Background: an optimization exercise with open tools, aiming at small area, a short achievable clock period and few clock cycles. Do not read the settings as production practice.
Function was checked by simulation only, so behaviour that the tests miss may differ from the original.
Power and IR drop assume default switching activity.

==> design/flow/design.v <==
module ALU(
	input [7:0] A,
	input [7:0] B,
	input [3:0] OP,
	input CIN,
	output reg [8:0] RES,
	input [3:0] CMP_OP,
	output reg CMP
);
wire sub = (OP == 4'd1) | (OP == 4'd10);
wire use_c = (OP == 4'd9) | (OP == 4'd10);
wire [8:0] bx = sub ? {1'b1, ~B} : {1'b0, B};
wire cin = sub ? ~(use_c & CIN) : (use_c & CIN);
wire [8:0] sum = {1'b0, A} + bx + {8'd0, cin};
wire sgn = (OP == 4'd2);
wire [8:0] ma = {sgn & A[7], A};
wire [8:0] mb = {sgn & B[7], B};
wire [8:0] prod = ma * mb;
wire [8:0] shl = {1'b0, A} << B;
wire [8:0] shr = {1'b0, A} >> B;
always @* begin
	case (OP)
		4'd0, 4'd1, 4'd9, 4'd10: RES = sum;
		4'd2, 4'd8: RES = prod;
		4'd3: RES = shl;
		4'd4: RES = shr;
		4'd5: RES = {1'b0, A & B};
		4'd6: RES = {1'b0, A | B};
		4'd7: RES = {1'b0, A ^ B};
		4'd11: RES = {1'b1, ~A};
		default: RES = 9'd0;
	endcase
	case (CMP_OP)
		4'd0: CMP = A == B;
		4'd1: CMP = A != B;
		4'd2: CMP = A < B;
		4'd3: CMP = A > B;
		4'd4: CMP = A <= B;
		4'd5: CMP = A >= B;
		default: CMP = 1'b0;
	endcase
end
endmodule
module MEM(
	input CLK,
	input WE,
	input [7:0] ADDR,
	input [7:0] D,
	output [7:0] Q
);
reg [7:0] M [0:255];
assign Q = M[ADDR];
always @(posedge CLK) begin
	if (WE)
		M[ADDR] <= D;
end
endmodule
module INPUT_INT(
	input CLK,
	input RST,
	input EN,
	input [7:0] INPUT,
	input [1:0] CFG,
	output reg INT_FLAG
);
reg [7:0] PREV_INPUT;
always @(posedge CLK) begin
	if (RST) begin
		INT_FLAG <= 1'b0;
		PREV_INPUT <= 8'd0;
	end
	else if (EN) begin
		if (CFG == 2'b01)
			INT_FLAG <= |(~PREV_INPUT & INPUT);
		else if (CFG == 2'b11)
			INT_FLAG <= |(PREV_INPUT & ~INPUT);
		else
			INT_FLAG <= 1'b0;
		PREV_INPUT <= INPUT;
	end
end
endmodule
module TIMER_INT(
	input CLK,
	input RST,
	input EN,
	input [6:0] CFG0,
	input [6:0] CFG1,
	input [6:0] CFG2,
	input [6:0] CFG3,
	output reg [3:0] INT_FLAG
);
reg [9:0] CNT;
reg [5:0] TICK [0:3];
wire WRAP = CNT == 10'd999;
wire [6:0] CFG [0:3];
assign CFG[0] = CFG0;
assign CFG[1] = CFG1;
assign CFG[2] = CFG2;
assign CFG[3] = CFG3;
integer i;
always @(posedge CLK) begin
	if (RST) begin
		CNT <= 10'd0;
		INT_FLAG <= 4'd0;
		for (i = 0; i < 4; i = i + 1)
			TICK[i] <= 6'd0;
	end
	else if (EN) begin
		CNT <= WRAP ? 10'd0 : CNT + 10'd1;
		for (i = 0; i < 4; i = i + 1) begin
			if (WRAP & CFG[i][0] & (CFG[i][6:1] == TICK[i])) begin
				INT_FLAG[i] <= 1'b1;
				TICK[i] <= 6'd0;
			end
			else begin
				INT_FLAG[i] <= 1'b0;
				if (WRAP)
					TICK[i] <= TICK[i] + 6'd1;
			end
		end
	end
end
endmodule
module AYUMU(
	input CLK,
	input RST,
	input [31:0] INPUT,
	output [31:0] OUTPUT,
	output [15:0] IADDR,
	input [15:0] IDATA
);
reg        RUN;       
reg [15:0] IR;        
reg [15:0] PC;        
reg [15:0] PC1;       
reg        C_FLAG;
reg        F_FLAG;
reg        INSERV;    
reg [15:0] SAVED_PC;
reg [7:0]  REQ;       
reg [7:0]  R   [0:15];
reg [7:0]  IO  [0:3];
reg [15:0] VEC [0:7];
reg [1:0]  ICFG [0:3];    
reg [6:0]  TCFG [0:3];    
assign OUTPUT = {IO[3], IO[2], IO[1], IO[0]};
wire c_alui = IR[15];
wire c_01   = ~IR[15] & IR[14];
wire c_alur = c_01 & (IR[9:8] == 2'b00);
wire c_cmp  = c_01 & (IR[9:8] == 2'b01);
wire c_io   = c_01 & (IR[9:8] == 2'b10);
wire c_mem  = c_01 & (IR[9:8] == 2'b11);
wire c_x1   = ~IR[15] & ~IR[14] & IR[12];
wire c_jmp  = c_x1 & (IR[7:4] == 4'd0);
wire c_not  = c_x1 & (IR[7:4] == 4'd1);
wire c_reti = c_x1 & (IR[7:4] == 4'd2);
wire [3:0] a_idx = c_alui ? IR[11:8] : (c_io | c_not) ? IR[3:0] : IR[7:4];
wire [3:0] b_idx = IR[3:0];
wire [3:0] op    = c_alui ? {1'b0, IR[14:12]} : c_not ? 4'd11 : IR[13:10];
wire [7:0] RA = R[a_idx];
wire [7:0] RB = R[b_idx];
wire [7:0] B  = c_alui ? IR[7:0] : RB;
wire [1:0] tt = IR[13:12];
wire [2:0] k  = IR[6:4];
wire int_take = RUN & (REQ != 8'd0) & ~INSERV;
wire exe      = RUN & ~int_take;
reg [15:0] vec;
always @* begin
	if (REQ[0])      vec = VEC[0];
	else if (REQ[1]) vec = VEC[1];
	else if (REQ[2]) vec = VEC[2];
	else if (REQ[3]) vec = VEC[3];
	else if (REQ[4]) vec = VEC[4];
	else if (REQ[5]) vec = VEC[5];
	else if (REQ[6]) vec = VEC[6];
	else             vec = VEC[7];
end
wire [15:0] tgt = (IR[3:0] == 4'd0) ? {R[12], R[13]} : {R[14], R[15]};
wire jump_taken = c_jmp & ((IR[9:8] == 2'b00) | ((IR[9:8] == 2'b01) & F_FLAG));
wire reti = c_reti | (c_jmp & (IR[9:8] == 2'b10));
wire [15:0] NPC = ~RUN ? PC :
                  int_take ? vec :
                  jump_taken ? tgt :
                  reti ? SAVED_PC : PC1;
assign IADDR = NPC;
wire [8:0] alu_res;
wire       cmp_res;
ALU ALU(.A(RA), .B(B), .OP(op), .CIN(C_FLAG), .RES(alu_res), .CMP_OP(IR[13:10]), .CMP(cmp_res));
wire [7:0] mem_q;
wire mem_we = exe & c_mem & ~IR[10];
MEM MEM(.CLK(CLK), .WE(mem_we), .ADDR(RB), .D(RA), .Q(mem_q));
wire [7:0] in_val = k[2] ? INPUT[k[1:0]*8 +: 8] : IO[k[1:0]];
wire is_alu = c_alui | c_alur | c_not;
wire reg_we = exe & (is_alu | (c_mem & IR[10]) | (c_io & (tt == 2'b00) & IR[11]));
wire [7:0] wd = c_mem ? mem_q : c_io ? in_val : alu_res[7:0];
integer i;
always @(posedge CLK) begin
	IR <= IDATA;
	if (RST) begin
		RUN <= 1'b0;
		PC <= 16'd0;
		PC1 <= 16'd1;
		C_FLAG <= 1'b0;
		F_FLAG <= 1'b0;
		INSERV <= 1'b0;
		SAVED_PC <= 16'd0;
		for (i = 0; i < 16; i = i + 1)
			R[i] <= 8'd0;
		for (i = 0; i < 4; i = i + 1) begin
			IO[i] <= 8'd0;
			ICFG[i] <= 2'd0;
			TCFG[i] <= 7'd0;
		end
		for (i = 0; i < 8; i = i + 1)
			VEC[i] <= 16'd0;
	end
	else if (RUN) begin
		PC <= NPC;
		PC1 <= NPC + 16'd1;
		C_FLAG <= exe & is_alu & alu_res[8];
		F_FLAG <= exe & c_cmp & cmp_res;
		if (int_take) begin
			INSERV <= 1'b1;
			SAVED_PC <= PC;
		end
		else if (reti)
			INSERV <= 1'b0;
		if (reg_we)
			R[a_idx] <= wd;
		if (exe & c_io) begin
			case (tt)
				2'b00: if (~IR[11] & ~k[2]) IO[k[1:0]] <= RA;
				2'b01: VEC[k] <= (IR[3:0] == 4'd0) ? {R[12], R[13]} : {R[14], R[15]};
				2'b10: if (k[2]) TCFG[k[1:0]] <= {RA[7:2], RA[0]};
				       else ICFG[k[1:0]] <= RA[1:0];
				default: ;
			endcase
		end
	end
	else
		RUN <= 1'b1;
end
wire [3:0] in_req;
wire [3:0] tm_req;
genvar g;
generate
	for (g = 0; g < 4; g = g + 1) begin : gen_in
		INPUT_INT INPUT_INT(.CLK(CLK), .RST(RST), .EN(RUN), .INPUT(INPUT[g*8 +: 8]), .CFG(ICFG[g]), .INT_FLAG(in_req[g]));
	end
endgenerate
TIMER_INT TIMER_INT(.CLK(CLK), .RST(RST), .EN(RUN),
	.CFG0(TCFG[0]), .CFG1(TCFG[1]), .CFG2(TCFG[2]), .CFG3(TCFG[3]), .INT_FLAG(tm_req));
always @(*) REQ = {tm_req, in_req};
endmodule
==> design/flow/run.sh <==
#!/bin/bash
# synth_recipe.tcl (not shown) runs the flow's synth.tcl, then flattens the netlist and writes it again
# the make line also repeats each setting of config.mk as NAME=value (left out here)
make -C /OpenROAD-flow-scripts/flow DESIGN_CONFIG=/design/flow/config.mk WORK_HOME=/design/flow/orfs CLKGATE_MAP_FILE= SYNTH_SCRIPT=/design/flow/synth_recipe.tcl finish
==> design/flow/config.mk <==
export PLATFORM = sky130hd
export DESIGN_NAME = AYUMU
export DESIGN_NICKNAME = AYUMU
export VERILOG_FILES = /design/flow/design.v
export SDC_FILE = /design/flow/constraint.sdc
export NUM_CORES = 4
export LEC_CHECK = 0
export CAP_MARGIN = 20
export CORE_MARGIN = 2
export CORE_UTILIZATION = 40
export SLEW_MARGIN = 20
==> design/flow/constraint.sdc <==
create_clock -name core_clock -period 10.0 [get_ports {CLK}]
set_input_delay 2.0000 -clock core_clock [delete_from_list [all_inputs] [get_ports {CLK}]]
set_output_delay 2.0000 -clock core_clock [all_outputs]
set_load 0.01 [all_outputs]
==> reports/results.txt <==
The flow ran to the end and the layout has no timing, DRC or antenna violations. The number of cells produced by synthesis was 6055. In this run the vertical extent of the chip is 517 um.

Synthesis produced a netlist with a net count of 6176. The tools report the post-synthesis cell type count as 92. In this run the post-CTS setup repair buffer count came out at 0. The fraction of layout instances using a drive strength above 1 works out to 19.9%. The predominant post-synthesis flop cell was sky130_fd_sc_hd__edfxtp_1.

Of all cell types, the one taking the most synthesized area is sky130_fd_sc_hd__edfxtp_1. The run gives 0.156 mV as the worst-case vdd ir drop. Share of Yosys cell area claimed by the top area cell type: 67.6%. Summing the areas of all fa, ha and maj instances in the mapped netlist gives 0.997% of the synthesized area.

The final period utilization is 85.7%. The overall fraction of global-route tracks in use was 21.4%. Path category of the worst min-delay check: flop to flop. For this block, the initial DRC count from the detailed router was 6764.

The post-CTS resize count is 0, and the number of antenna violations at the first check in global routing is 5. The first global-routing pass estimated 418 mm of wire. The tools report the total negative slack for setup checks as 0 ns.

At the end of routability-driven placement, the weighted congestion stood at 0.885. Setup repair after global routing left no endpoint under its margin. The setup check on the worst reg-to-reg path leaves a slack of 1.43 ns. The fraction of the core area covered by cells at the end of the flow is 45.4%.

Max-capacitance violation count: 0. The multiplexer area fraction after synthesis was 15.9%. The static leakage power came out at 37.7 nW. The worst setup path is launched from a flop. The worst path in the final design needs a cycle of 8.57 ns, including I/O delays and setup.

The hold violation total from the final report was 0. The setup-violating endpoint count in the final report was 0. The HPWL after detailed placement is 183 mm. Of all flip-flops after synthesis, the portion carrying an async set or reset was 0%. For the total DRC errors in the routed layout, the log shows 0.

STA classifies the critical path endpoint as a flop. The placeable core region was 0.262 mm2; the compound-gate portion of the synthesized area was 4.07%. Counting along the longest clock path gives a buffer depth of 4.

After synthesis the netlist holds a flip-flop and latch count of 2514. The layout has 22300 filler cells. For this design, the CTS-stage hold fixing added 0 buffers. The synthesized design contains 2372 enable-type register cells.

The worst setup path category is flop to flop. For the worst setup path, the data arrival time is 9.08 ns. Clock-pin slew was measured on the worst setup and hold paths at 0.06 ns. CTS saw 2514 sinks.

The number of primary I/O pins is 98, and the quantity of I/O buffers inserted on ports is 97. Summed over all layers, the global routing overflow is 0. The transition time at the pin with the least slew margin works out to 1.29 ns. Timing would allow up to 117 MHz. For this block, the via count after detailed routing is 58200. Each instance of the synthesized netlist takes up on average 17.4 um2. The via count of the first global-routing pass is 57600. The ratio of routed vias to standard cells was 5.87; the number of clock buffers inserted by TritonCTS was 275. The tree is rooted in a sky130_fd_sc_hd__clkbuf_16.

The floorplan step defined a die boundary enclosing 0.268 mm2. In this run the tightest slew margin relative to its limit is 13.1%. The count of nets left with antenna violations once routing finished came out at 0. After detailed routing, the average wire length per cell comes to 29.3 um.

TritonCTS built the clock tree. The initial utilization of the core area, before any placement, comes to 40.2%. CTS built an H-tree with a depth of 5. The final worst clock skew was 0.106 ns; the critical-path maximum fanout was 29. Data on the critical path is required at its endpoint by 10.51 ns. The synthesized netlist occupies a cell area of 0.105 mm2. The run gives 188 as the floorplan row count. By area the synthesized netlist is led by sky130_fd_sc_hd__edfxtp_1, sky130_fd_sc_hd__mux4_2, sky130_fd_sc_hd__dfxtp_1. At the end of the flow, the number of nets in the layout was 6315.

The first-pass detailed-route iteration total is 6, and the power per standard cell area is 212 mW/mm2. The run gives 290 mm as the total detailed-routing wirelength. Pin count of the biggest net entering global routing: 184. The number of pins exceeding their max-slew limit in the final report was 0.

From synthesis to final layout, the design area changed by 13.0%. The share of the synthesized netlist area taken by xor and xnor gates came out at 0.719%. The horizontal extent of the die came out at 517 um. After synthesis, the largest family of logic cells by area is multiplexers. The register area share after synthesis is 70.3%, and the worst-skew pair later-pin latency is 0.88 ns.

The post-synthesis share of cell area spent on and, or, nand and nor gates was 5.98%; the count of synthesis-stage warnings from yosys was 6.
==> power by group <==
| part | internal (W) | switching [W] | total, W |
|---|---|---|---|
| Combinational | 0.00116 | 0.00222 | 0.00339 |
| Sequential | 0.0120 | 0.0000555 | 0.0121 |
| Clock | 0.00564 | 0.00412 | 0.00976 |
==> worst max-delay path: stages (launching register included) <==
cell and delay (ns):
sky130_fd_sc_hd__dfxtp_1 0.30, sky130_fd_sc_hd__buf_4 0.22, sky130_fd_sc_hd__nor4b_2 0.56, sky130_fd_sc_hd__and4_1 0.87
sky130_fd_sc_hd__or3_1 0.22, sky130_fd_sc_hd__buf_4 0.32, sky130_fd_sc_hd__mux2i_1 0.14, sky130_fd_sc_hd__mux2_2 0.31
sky130_fd_sc_hd__a2111oi_4 0.85, sky130_fd_sc_hd__clkinv_1 0.60, sky130_fd_sc_hd__nor2_1 0.30, sky130_fd_sc_hd__fa_1 0.43
sky130_fd_sc_hd__ha_1 0.30, sky130_fd_sc_hd__ha_1 0.14, sky130_fd_sc_hd__inv_1 0.05, sky130_fd_sc_hd__fa_1 0.44
sky130_fd_sc_hd__inv_1 0.08, sky130_fd_sc_hd__ha_1 0.23, sky130_fd_sc_hd__a21o_1 0.19, sky130_fd_sc_hd__a21oi_1 0.19
sky130_fd_sc_hd__xnor2_1 0.09, sky130_fd_sc_hd__nand2_1 0.06, sky130_fd_sc_hd__o221ai_1 0.14, sky130_fd_sc_hd__a222oi_1 0.37
sky130_fd_sc_hd__a2bb2oi_2 0.78, sky130_fd_sc_hd__nor2_1 0.08
==> area by class of cell <==
type                            instances  area, um2  area share (%)
Antenna cell                            2       5.00         0.00420
Clock inverter                        138       1250            1.05
Tap cell                             3515       4400            3.69
Inverter                              122        465           0.391
Clock buffer                          343       7310            6.14
Sequential cell                      2514      74100            62.2
Timing Repair Buffer                  240       2200            1.84
Multi-Input combinational cell       3041      29400            24.7
==> stage by stage <==
step | instance area [um2] | cells | setup WS, ns | hold WS [ns] | total power (W)
finish | 119000 | 9915 | 1.43 | 0.453 | 0.0252
global route | 119000 | 9914 | 0.945 | 0.478 | 0.0260
CTS | 119000 | 9913 | 1.46 | 0.453 | 0.0254
detailed placement | 111000 | 9432 | 1.44 | 0.446 | 0.0157
global placement | 110000 | 9432 | 1.61 | 0.439 | 0.0156
floorplan | 105000 | 6055 | 1.08 | 0.432 | 0.0144
==> sequential cells by signal, indices dropped and copies added (netlist names), 8 cells and up <==
name and cells:
ICFG 8, IO 32, IR 16, MEM.M 2048
PC 16, PC1 16, R 128, SAVED_PC 16
TCFG 28, TIMER_INT.CNT 10, TIMER_INT.TICK 24, VEC 128
gen_in.INPUT_INT.PREV_INPUT 32
==> placed cells by master, fill, tap and decap left out, types with 17 or more instances in the layout <==
cell type / count
sky130_fd_sc_hd__clkinv_1: 58
sky130_fd_sc_hd__clkdlybuf4s50_1: 96
sky130_fd_sc_hd__nand4_1: 34
sky130_fd_sc_hd__nor3_1: 59
sky130_fd_sc_hd__nand3_1: 67
sky130_fd_sc_hd__a211o_1: 20
sky130_fd_sc_hd__o211ai_1: 23
sky130_fd_sc_hd__a211oi_1: 92
sky130_fd_sc_hd__buf_4: 131
sky130_fd_sc_hd__inv_1: 114
sky130_fd_sc_hd__and3_1: 34
sky130_fd_sc_hd__o31a_1: 45
sky130_fd_sc_hd__nand2b_1: 27
sky130_fd_sc_hd__clkbuf_16: 283
sky130_fd_sc_hd__o21ai_0: 71
sky130_fd_sc_hd__clkbuf_1: 60
sky130_fd_sc_hd__o22ai_1: 27
sky130_fd_sc_hd__mux2i_1: 149
sky130_fd_sc_hd__mux4_2: 649
sky130_fd_sc_hd__xor2_1: 21
sky130_fd_sc_hd__fa_1: 19
sky130_fd_sc_hd__mux2_2: 39
sky130_fd_sc_hd__bufinv_16: 17
sky130_fd_sc_hd__a221oi_1: 17
sky130_fd_sc_hd__nor2_1: 701
sky130_fd_sc_hd__a21oi_1: 110
sky130_fd_sc_hd__clkinv_2: 35
sky130_fd_sc_hd__nand2_1: 326
sky130_fd_sc_hd__xnor2_1: 63
sky130_fd_sc_hd__nor2b_1: 95
sky130_fd_sc_hd__ha_1: 52
sky130_fd_sc_hd__dfxtp_1: 138
sky130_fd_sc_hd__edfxtp_1: 2372
==> logic make-up (layout without fill, tap and decap cells) <==
logic type,count (synthesis),count (layout)
flops,2514,2514
other cells,0,2
mux,851,851
buf+inv,500,843
fa+ha+maj,73,73
xor+xnor,85,85
simple gates,1438,1438
compound gates,594,594
==> synthesized netlist by cell type (34+ instances only) <==
library cell	instances
sky130_fd_sc_hd__nor3_1	60
sky130_fd_sc_hd__and3_1	34
sky130_fd_sc_hd__nor2b_1	96
sky130_fd_sc_hd__nand3_1	67
sky130_fd_sc_hd__o21ai_0	76
sky130_fd_sc_hd__edfxtp_1	2372
sky130_fd_sc_hd__buf_1	46
sky130_fd_sc_hd__buf_2	94
sky130_fd_sc_hd__mux2i_1	157
sky130_fd_sc_hd__nand2_1	340
sky130_fd_sc_hd__ha_1	52
sky130_fd_sc_hd__inv_1	115
sky130_fd_sc_hd__a21oi_1	110
sky130_fd_sc_hd__dfxtp_1	142
sky130_fd_sc_hd__clkbuf_1	198
sky130_fd_sc_hd__mux4_2	652
sky130_fd_sc_hd__nand4_1	34
sky130_fd_sc_hd__a211oi_1	93
sky130_fd_sc_hd__nor2_1	701
sky130_fd_sc_hd__xnor2_1	63
sky130_fd_sc_hd__mux2_2	41
sky130_fd_sc_hd__o31a_1	45
==> path summary, 6_finish.rpt <==
path,startpoint,endpoint,cells after the start
setup / recovery,IR[15]$_DFF_P_,R[14][7]$_SDFFCE_PN0P_,25
hold / removal,SAVED_PC[15]$_SDFFE_PP0P_,SAVED_PC[15]$_SDFFE_PP0P_,2
setup reg to reg,IR[15]$_DFF_P_,R[14][7]$_SDFFCE_PN0P_,25
hold reg to reg,SAVED_PC[15]$_SDFFE_PP0P_,SAVED_PC[15]$_SDFFE_PP0P_,2
==> metal layers <==
layer	wire, um	global-route usage [%]	share of wire, %
met2	138000	34.2	47
met4	11200	7.75	3.9
met5	0	0	0
met1	118000	29.4	41
met3	23200	4.02	8.0
Testbench counts, summed over its fixed seeds: cycles 145,254.

[port drivers added, routing unchanged]
The flow's constraints put no driver on any port. The routed layout listed below was extracted and timed again, unchanged, in two steps. Step 1: set_driving_cell puts a clkbuf_16 on CLK and a buf_2 on each other input, an assumption about the parent block. Step 2 times the ports against the registers' clock, not the clock port: input delays grow and output delays shrink by t, the midpoint of the rising clock arrivals with the driver on. a / b / c = ideal ports / drivers / drivers and shift; a / b = the first two.
t (ns): 0.913
setup slack, ns: 1.429 / 1.429 / 1.429
worst slew at a driven data input, ns: 0.11
After both steps this run still meets setup and hold. For this run, drivers alone change the setup slack by 0.000 ns; drivers and shift together by 0.000 ns.
